Background: an optimization exercise with open tools, aiming at small area. Do not read the settings as production practice.
RTL that was checked went through simulation tests only; none was proved equivalent to the original.
The flow treats the clock pin as an ideal source. Dropping or thinning the clock tree relies on that and would not hold on a real chip.
No activity file was given, so power comes from the tool's default toggle rates.

==> job 3680: inputs <==
==> flow/design.v <==
`timescale 1ns / 1ps
module sel_adj(
    input adj,
    input clk_1hz,
    input clk_2hz,
    output which_clk
);
    assign which_clk = adj ? clk_2hz : clk_1hz;
endmodule
`timescale 1ns / 1ps
module clock_divider(
    input clk,
    input por,
    input rst,
    output reg clk_2hz,
    output reg clk_1hz,
    output fast_step,
    output reg clk_blink
);
    localparam [8:0] MASK = 9'b010101010;
    wire clr = por | rst;
    reg [2:0] fast_x;
    wire [2:0] fast = fast_x ^ 3'b010;
    assign fast_step = fast[2] & fast[0];
    reg [8:0] x_2hz, x_1hz, x_blink;
    wire [8:0] s_2hz = x_2hz ^ MASK;
    wire [8:0] s_1hz = x_1hz ^ MASK;
    wire [8:0] s_blink = x_blink ^ MASK;
    wire end_2hz = {s_2hz[8], s_2hz[5:3], s_2hz[1:0]} == 6'b111111;
    wire end_1hz = s_1hz == 9'b010000111;
    wire end_blink = {s_blink[8], s_blink[6:3], s_blink[1:0]} == 7'b1111111;
    function [8:0] step;
        input [8:0] s;
        step = {s[7:0], s[8] ~^ s[3]};
    endfunction
    wire [8:0] n_2hz = (clr | end_2hz) ? 9'd0 : step(s_2hz);
    wire [8:0] n_1hz = (clr | end_1hz) ? 9'd0 : step(s_1hz);
    wire [8:0] n_blink = (clr | end_blink) ? 9'd0 : step(s_blink);
    wire [2:0] n_fast = clr ? 3'b000 : {fast[1:0], ~fast[2]};
    always @(posedge clk) begin
        x_2hz <= n_2hz ^ MASK;
        x_1hz <= n_1hz ^ MASK;
        x_blink <= n_blink ^ MASK;
        fast_x <= n_fast ^ 3'b010;
        if (clr) begin
            clk_2hz <= 0;
            clk_1hz <= 0;
            clk_blink <= 0;
        end else begin
            clk_2hz <= clk_2hz ^ end_2hz;
            clk_1hz <= clk_1hz ^ end_1hz;
            clk_blink <= clk_blink ^ end_blink;
        end
    end
endmodule
`timescale 1ns / 1ps
module debouncer(
   input clk,
   input por,
   input signal_i,
   output signal_f
);
   localparam [3:0] MASK = 4'b0101;
   reg [3:0] counter_x;
   reg temp_n;
   reg cur_signal;
   wire [3:0] counter = counter_x ^ MASK;
   wire temp_signal = ~temp_n;
   wire diff = (cur_signal ^ temp_signal) & ~por;
   wire last = counter == 4'b1000;
   wire feedback = counter[3] ~^ (counter[2] & counter[1] & ~counter[0]);
   wire [3:0] counter_n = diff ? {counter[2:0], feedback} : 4'd0;
   always @(posedge clk) begin
       temp_n <= ~(signal_i & ~por);
       counter_x <= counter_n ^ MASK;
       if (por)
           cur_signal <= 1'b0;
       else if (diff && last)
           cur_signal <= temp_signal;
   end
   assign signal_f = cur_signal;
endmodule
`timescale 1ns / 1ps
module counter(
	input clk,
	input por,
	input clk_1hz,
	input clk_2hz,
	input sel,
	input adj,
	input rst,
	input pause,
	output reg [2:0] minutes_tens,
	output reg [3:0] minutes_ones,
	output reg [2:0] seconds_tens,
	output reg [3:0] seconds_ones
);
	reg is_paused;
	reg pause_q;
	reg which_clk_q;
	wire which_clk;
	sel_adj adjust(.adj(adj), .clk_1hz(clk_1hz), .clk_2hz(clk_2hz), .which_clk(which_clk));
	wire step = which_clk & ~which_clk_q & ~is_paused;
	always @(posedge clk) begin
		if (por) begin
			which_clk_q <= 1'b0;
			pause_q <= 1'b0;
			is_paused <= 1'b0;
		end else begin
			which_clk_q <= which_clk;
			pause_q <= pause;
			is_paused <= is_paused ^ (pause & ~pause_q);
		end
	end
	wire so_end = seconds_ones[3] & seconds_ones[0];
	wire st_end = seconds_tens[2] & seconds_tens[0];
	wire mo_end = minutes_ones[3] & minutes_ones[0];
	wire e_so = step & (~adj | sel);
	wire e_st = e_so & so_end;
	wire e_mo = step & (adj ? ~sel : (so_end & st_end));
	wire e_mt = e_mo & mo_end;
	function [3:0] ones_flip;
		input [3:0] q;
		ones_flip = {q[0] & (q[3] | (q[2] & q[1])), q[0] & q[1], q[0] & ~q[3], 1'b1};
	endfunction
	function [2:0] tens_flip;
		input [2:0] q;
		tens_flip = {q[0] & (q[2] | q[1]), q[0] & ~q[2], 1'b1};
	endfunction
	wire clr = por | rst;
	always @(posedge clk) begin
		seconds_ones <= {4{~clr}} & (seconds_ones ^ ({4{e_so}} & ones_flip(seconds_ones)));
		seconds_tens <= {3{~clr}} & (seconds_tens ^ ({3{e_st}} & tens_flip(seconds_tens)));
		minutes_ones <= {4{~clr}} & (minutes_ones ^ ({4{e_mo}} & ones_flip(minutes_ones)));
		minutes_tens <= {3{~clr}} & (minutes_tens ^ ({3{e_mt}} & tens_flip(minutes_tens)));
	end
endmodule
`timescale 1ns / 1ps
module get_cathode(
   input [3:0] display_state,
   output [6:0] cathode
);
   wire [3:0] d = display_state;
   assign cathode[0] = (d == 4'd1) | (d == 4'd4) | (d == 4'd11) | (d == 4'd14) | (d == 4'd15);
   assign cathode[1] = (d == 4'd5) | (d == 4'd6) | (d == 4'd13) | (d == 4'd14) | (d == 4'd15);
   assign cathode[2] = (d == 4'd2) | (d == 4'd10) | (d == 4'd11) | (d == 4'd14) | (d == 4'd15);
   assign cathode[3] = (d == 4'd1) | (d == 4'd4) | (d == 4'd7) | (d == 4'd10) | (d == 4'd11) | (d == 4'd14) | (d == 4'd15);
   assign cathode[4] = (d == 4'd1) | (d == 4'd3) | (d == 4'd4) | (d == 4'd5) | (d == 4'd7) | (d == 4'd9) | (d == 4'd11) | (d == 4'd13) | (d == 4'd15);
   assign cathode[5] = (d == 4'd1) | (d == 4'd2) | (d == 4'd3) | (d == 4'd7) | (d == 4'd11) | (d == 4'd15);
   assign cathode[6] = (d == 4'd0) | (d == 4'd1) | (d == 4'd7) | (d == 4'd15);
endmodule
`timescale 1ns / 1ps
module create_display(
    input clk,
    input por,
    input fast_step,
    input clk_blink,
    input sel,
    input adj,
    input [2:0] minutes_tens,
    input [3:0] minutes_ones,
    input [2:0] seconds_tens,
    input [3:0] seconds_ones,
    output [6:0] cathode,
    output [3:0] anode
);
	reg [1:0] switch;
	reg started;
	reg [3:0] digit;
	reg [3:0] cur;
	always @* begin
		case (switch)
			2'd0: cur = {1'b0, minutes_tens};
			2'd1: cur = minutes_ones;
			2'd2: cur = {1'b0, seconds_tens};
			default: cur = seconds_ones;
		endcase
	end
	wire blank = adj & ~clk_blink & (switch[1] ~^ sel);
	always @(posedge clk) begin
		if (por) begin
			switch <= 2'd0;
			started <= 1'b0;
			digit <= 4'hf;
		end else if (fast_step) begin
			switch <= switch + 1'b1;
			started <= 1'b1;
			digit <= blank ? 4'hf : cur;
		end
	end
	get_cathode decode(.display_state(digit), .cathode(cathode));
	assign anode = ~started ? 4'b1111 :
	               switch == 2'd1 ? 4'b0111 :
	               switch == 2'd2 ? 4'b1011 :
	               switch == 2'd3 ? 4'b1101 : 4'b1110;
endmodule
`timescale 1ns / 1ps
module stopwatch(
	input clk,
	input rst,
	input SEL,
	input ADJ,
	input RESET,
	input PAUSE,
	output [6:0] cathode,
	output [3:0] anode
);
	wire clk_2hz, clk_1hz, fast_step, clk_blink;
	wire sel, adj, rst_db, pause;
	wire [2:0] minutes_tens, seconds_tens;
	wire [3:0] minutes_ones, seconds_ones;
	clock_divider clk_div (
		.clk(clk), .por(rst), .rst(RESET),
		.clk_2hz(clk_2hz), .clk_1hz(clk_1hz), .fast_step(fast_step), .clk_blink(clk_blink)
	);
	debouncer sel_debouncer (.clk(clk), .por(rst), .signal_i(SEL), .signal_f(sel));
	debouncer adj_debouncer (.clk(clk), .por(rst), .signal_i(ADJ), .signal_f(adj));
	debouncer rst_debouncer (.clk(clk), .por(rst), .signal_i(RESET), .signal_f(rst_db));
	debouncer pause_debouncer (.clk(clk), .por(rst), .signal_i(PAUSE), .signal_f(pause));
	counter decade_counter (
		.clk(clk), .por(rst), .clk_1hz(clk_1hz), .clk_2hz(clk_2hz),
		.sel(sel), .adj(adj), .rst(rst_db), .pause(pause),
		.minutes_tens(minutes_tens), .minutes_ones(minutes_ones),
		.seconds_tens(seconds_tens), .seconds_ones(seconds_ones)
	);
	create_display display (
		.clk(clk), .por(rst), .fast_step(fast_step), .clk_blink(clk_blink),
		.sel(sel), .adj(adj),
		.minutes_tens(minutes_tens), .minutes_ones(minutes_ones),
		.seconds_tens(seconds_tens), .seconds_ones(seconds_ones),
		.cathode(cathode), .anode(anode)
	);
endmodule
==> flow/flow/run.sh <==
#!/bin/bash
# Own layout flow: the standard ORFS flow with three changes.
#  1. Synthesis is the standard flow's script (synth_recipe.tcl) with ABC's mapping script
#     replaced by flow/abc_area.script (no buffering or upsizing for speed).
#  2. Ports are buffered with sky130_fd_sc_hd__buf_1.
#  3. Clock tree synthesis uses small buffers and no dummy loads.
# Each tool's output goes to a log file in the work folder.
set -euo pipefail
W=$(pwd)
F=$W/flow

{
  head -n 1 synth_recipe.tcl
  echo "proc abc {args} { set i [lsearch \$args -script]; lset args [expr {\$i + 1}] $F/abc_area.script; yosys abc {*}\$args }"
  tail -n +2 synth_recipe.tcl
} > "$W/own_synth.tcl"

ARGS=(
  "SYNTH_SCRIPT=$W/own_synth.tcl"
  "BUFFER_PORTS_ARGS=-buffer_cell sky130_fd_sc_hd__buf_1"
  "CTS_ARGS=-sink_clustering_enable -repair_clock_nets -dont_use_dummy_load -buf_list {${CTS_BUFS:-sky130_fd_sc_hd__clkbuf_4 sky130_fd_sc_hd__clkbuf_8}} -sink_clustering_size ${CTS_SIZE:-40} -sink_clustering_max_diameter ${CTS_DIAM:-100}"
)

bash "$W/standard.sh" "${ARGS[@]}" synth > "$W/log_synth.txt" 2>&1
bash "$W/standard.sh" "${ARGS[@]}" finish > "$W/log_layout.txt" 2>&1
==> flow/flow/abc_area.script <==
&get -n
&st
&dch
&nf -R 1000
&st
&syn2
&if -g -K 6
&synch2
&nf -R 1000
&st
&syn2
&if -g -K 6
&synch2
&nf -R 1000
&st
&syn2
&dch
&nf -R 1000 -p
&put
==> flow/standard.sh <==
#!/bin/bash
# synth_recipe.tcl (not shown) runs the flow's synth.tcl, then flattens the netlist and writes it again
# the make line also repeats each setting of config.mk as NAME=value (left out here)
make -C /OpenROAD-flow-scripts/flow DESIGN_CONFIG=/design/flow/config.mk WORK_HOME=/design/flow/orfs CLKGATE_MAP_FILE= SYNTH_SCRIPT=/design/flow/synth_recipe.tcl "${@:-finish}"
==> flow/config.mk <==
export PLATFORM = sky130hd
export DESIGN_NAME = stopwatch
export DESIGN_NICKNAME = stopwatch
export VERILOG_FILES = /design/flow/design.v
export SDC_FILE = /design/flow/constraint.sdc
export NUM_CORES = 4
export LEC_CHECK = 0
export CAP_MARGIN = 20
export CORE_MARGIN = 2
export CORE_UTILIZATION = 40
export SLEW_MARGIN = 20
==> flow/constraint.sdc <==
create_clock -name core_clock -period 10.0 [get_ports {clk}]
set_input_delay 2.0000 -clock core_clock [delete_from_list [all_inputs] [get_ports {clk}]]
set_output_delay 2.0000 -clock core_clock [all_outputs]
set_load 0.01 [all_outputs]
==> job 6330: changes against job 3680 <==
==> flow/design.v, changed modules only <==
module clock_divider(
    input clk,
    input por,
    input rst,
    output reg clk_2hz,
    output reg clk_1hz,
    output fast_step,
    output reg clk_blink
);
    localparam [8:0] MASK = 9'b010101010;
    wire clr = por | rst;
    reg [2:0] fast_x;
    wire [2:0] fast = fast_x ^ 3'b010;
    assign fast_step = fast[2] & fast[0];
    reg [7:0] x_2hz;
    reg [8:0] x_1hz, x_blink;
    wire [7:0] s_2hz = x_2hz ^ MASK[7:0];
    wire [8:0] s_1hz = x_1hz ^ MASK;
    wire [8:0] s_blink = x_blink ^ MASK;
    wire end_2hz = {s_2hz[7:4], s_2hz[2:0]} == 7'b1111000;
    wire end_1hz = s_1hz == 9'b010000111;
    wire end_blink = {s_blink[8], s_blink[6:3], s_blink[1:0]} == 7'b1111111;
    function [8:0] step;
        input [8:0] s;
        step = {s[7:0], s[8] ~^ s[3]};
    endfunction
    wire [7:0] n_2hz = (clr | end_2hz) ? 8'd0 : {s_2hz[6:0], s_2hz[7] ^ ~(s_2hz[0] & s_2hz[4])};
    wire [8:0] n_1hz = (clr | end_1hz) ? 9'd0 : step(s_1hz);
    wire [8:0] n_blink = (clr | end_blink) ? 9'd0 : step(s_blink);
    wire [2:0] n_fast = clr ? 3'b000 : {fast[1:0], ~fast[2]};
    always @(posedge clk) begin
        x_2hz <= n_2hz ^ MASK[7:0];
        x_1hz <= n_1hz ^ MASK;
        x_blink <= n_blink ^ MASK;
        fast_x <= n_fast ^ 3'b010;
        if (clr) begin
            clk_2hz <= 0;
            clk_1hz <= 0;
            clk_blink <= 0;
        end else begin
            clk_2hz <= clk_2hz ^ end_2hz;
            clk_1hz <= clk_1hz ^ end_1hz;
            clk_blink <= clk_blink ^ end_blink;
        end
    end
endmodule
==> flow/flow/run.sh (replaced) <==
#!/bin/bash
set -euo pipefail
W=$(pwd)
F=$W/flow

{
  head -n 1 synth_recipe.tcl
  cat "$F/multi_abc.tcl"
  tail -n +2 synth_recipe.tcl
} > "$W/own_synth.tcl"
export OWN_ABC_DIR="$F/abc"

ARGS=(
  "SYNTH_SCRIPT=$W/own_synth.tcl"
  "ADDER_MAP_FILE="
  "BUFFER_PORTS_ARGS=-buffer_cell sky130_fd_sc_hd__buf_1"
  "PRE_CTS_TCL=$F/cts_own.tcl"
)

bash "$W/standard.sh" "${ARGS[@]}" synth > "$W/log_synth.txt" 2>&1
bash "$W/standard.sh" "${ARGS[@]}" finish > "$W/log_layout.txt" 2>&1
==> flow/flow/abc/a.script (new file) <==
strash
dch -f
amap
mfs2
strash
dch -f
amap
==> flow/flow/abc/b.script (new file) <==
strash
balance
rewrite
refactor
balance
rewrite
rewrite -z
balance
refactor -z
rewrite -z
balance
dch -f
amap
==> flow/flow/abc/c.script (new file) <==
strash
dch -f
map -a
strash
dch -f
amap
==> flow/flow/abc/d.script (new file) <==
&get -n
&st
&dch
&nf -R 1000
&st
&syn2
&if -g -K 6
&synch2
&nf -R 1000
&st
&syn2
&if -g -K 6
&synch2
&nf -R 1000
&st
&syn2
&dch
&put
amap
==> flow/flow/abc/e.script (new file) <==
&get -n
&st
&syn2
&dch -f
&put
dch -f
amap
==> flow/flow/abc/f.script (new file) <==
&get -n
&st
&dch
&nf -R 1000
&st
&syn2
&if -g -K 6
&synch2
&nf -R 1000
&st
&syn2
&if -g -K 6
&synch2
&nf -R 1000
&st
&syn2
&dch
&nf -R 1000 -p
&put
==> flow/flow/cts_own.tcl (new file) <==
# Sourced before clock tree synthesis (PRE_CTS_TCL). Replaces ORFS's clock
# tree with one level of clock buffers: the flip-flops are split into K
# groups by position (k-means), and each group gets one buffer of type BUF at
# its centre, driven straight from the clock port. Every register sees the
# same single buffer stage.
proc clock_tree_synthesis { args } {
  set k [expr {[info exists ::env(OWN_CTS_K)] ? $::env(OWN_CTS_K) : 3}]
  set bufname [expr {[info exists ::env(OWN_CTS_BUF)] ? $::env(OWN_CTS_BUF) : "sky130_fd_sc_hd__buf_12"}]
  set block [ord::get_db_block]
  set master [[ord::get_db] findMaster $bufname]
  set clk [$block findNet clk]
  set sinks {}
  foreach it [$clk getITerms] {
    set bb [[$it getInst] getBBox]
    lappend sinks [list $it [expr {([$bb xMin] + [$bb xMax]) / 2}] [expr {([$bb yMin] + [$bb yMax]) / 2}]]
  }
  set n [llength $sinks]
  set sorted [lsort -real -index 1 $sinks]
  set centers {}
  for {set c 0} {$c < $k} {incr c} {
    set s [lindex $sorted [expr {int(($c + 0.5) * $n / $k)}]]
    lappend centers [list [lindex $s 1] [lindex $s 2]]
  }
  for {set iter 0} {$iter < 30} {incr iter} {
    set assign {}
    foreach s $sinks {
      set best 0
      set bd 1e18
      for {set c 0} {$c < $k} {incr c} {
        set d [expr {abs([lindex $s 1] - [lindex $centers $c 0]) + abs([lindex $s 2] - [lindex $centers $c 1])}]
        if {$d < $bd} {
          set bd $d
          set best $c
        }
      }
      lappend assign $best
    }
    set new {}
    for {set c 0} {$c < $k} {incr c} {
      set sx 0
      set sy 0
      set m 0
      foreach s $sinks a $assign {
        if {$a == $c} {
          set sx [expr {$sx + [lindex $s 1]}]
          set sy [expr {$sy + [lindex $s 2]}]
          incr m
        }
      }
      if {$m == 0} {
        lappend new [lindex $centers $c]
      } else {
        lappend new [list [expr {$sx / $m}] [expr {$sy / $m}]]
      }
    }
    set centers $new
  }
  for {set c 0} {$c < $k} {incr c} {
    set net [odb::dbNet_create $block clknet_own_$c]
    $net setSigType CLOCK
    set inst [odb::dbInst_create $block $master clkbuf_own_$c]
    [$inst findITerm A] connect $clk
    [$inst findITerm X] connect $net
    set m 0
    foreach s $sinks a $assign {
      if {$a == $c} {
        set it [lindex $s 0]
        $it disconnect
        $it connect $net
        incr m
      }
    }
    $inst setLocation [expr {int([lindex $centers $c 0])}] [expr {int([lindex $centers $c 1])}]
    $inst setPlacementStatus PLACED
    puts "own clock buffer $c ($bufname): $m sinks"
  }
  set_propagated_clock [all_clocks]
}
==> flow/flow/multi_abc.tcl (new file) <==
# ABC with several mapping scripts; keeps the smallest result.
proc abc {args} {
  set i [lsearch $args -script]
  set libs {}
  foreach {k v} $args { if {$k eq "-liberty"} { lappend libs -liberty $v } }
  yosys design -save own_pre_abc
  set best ""
  set best_area 1e18
  foreach s [lsort [glob $::env(OWN_ABC_DIR)/*.script]] {
    yosys design -load own_pre_abc
    lset args [expr {$i + 1}] $s
    yosys abc {*}$args
    set st [yosys tee -q -s result.string stat {*}$libs]
    regexp {Chip area for module[^:]*:\s*([0-9.]+)} $st -> area
    puts "OWN_ABC $s area $area"
    if {$area < $best_area} {
      set best_area $area
      set best $s
      yosys design -save own_best_abc
    }
  }
  puts "OWN_ABC best $best area $best_area"
  yosys design -load own_best_abc
}
--- a/flow/config.mk
+++ b/flow/config.mk
@@ -8,4 +8,4 @@
 export CAP_MARGIN = 20
 export CORE_MARGIN = 2
-export CORE_UTILIZATION = 40
+export CORE_UTILIZATION = 70
 export SLEW_MARGIN = 20
removed: flow/flow/abc_area.script
==> results.txt <==
- Status: timing/DRC/antenna clean
- Fill cells: roughly 670
- First-pass GRT wire length: between 8 and 9 mm
- Leading post-synthesis cells by cell area: dfxtp_1 57%, nor2_1 6.6%, nand2_1 5.4%
- Via/cell ratio: roughly 4.8
- Clk Latency, worst-skew pair: about 0.34 ns
- Yosys reg bits: 81
- Clock slew at reported path FFs: roughly 0.070 ns
That was job 3680.
==> results.txt <==
- Yosys reg bits: 80
- Status: timing/DRC/antenna clean
- Clk pwr share: 0.268
- Max VDD drop: roughly 0.00015 V
- Layout Cells excl Fill: 383
- First-pass GRT wire length: about 8 mm
- Ant diodes: 0
- Tapcells: between 40 and 50
- Clk Latency, worst-skew pair: 0.13 ns
- Post-CTS Hold Fix Bufs: 0
- Via/cell ratio: about 5.6
- # setup viols final: 0
- Clock slew at reported path FFs: approximately 0.10 ns
That was job 6330.
For job 6330, only the layout was checked, not whether the RTL still works. In job 6330 the design's own scripts or RTL, not TritonCTS, make the clock network.

separate check: timing with driven ports:
How much do the figures lean on ideal ports? The routed layouts below were timed once more, with nothing changed but the port constraints. Step 1 assumes that a clkbuf_16 drives the clock port and a buf_2 every other input. Step 2 adds t to the input delays and takes it off the output delays; t is the mean of the earliest and latest rising clock arrival at the registers after step 1. Input paths then give back, and output paths get back, about the clock's delay inside the block. a / b / c = no drivers / after step 1 / after step 2; a / b = the first two.
run	t (ns)	setup WS [ns]	slew at the worst register clock pin (ns)	cell pins on the clock port's net
job 3680	0.363	6.564 / 6.537 / 6.296	0.08 / 0.08	1
job 6330	0.192	6.359 / 6.402 / 6.210	0.10 / 0.10	3
After both steps every run listed still meets setup and hold. The setup slack of job 3680, which loses most, moves by -0.027 ns with the drivers and by -0.268 ns with both steps.
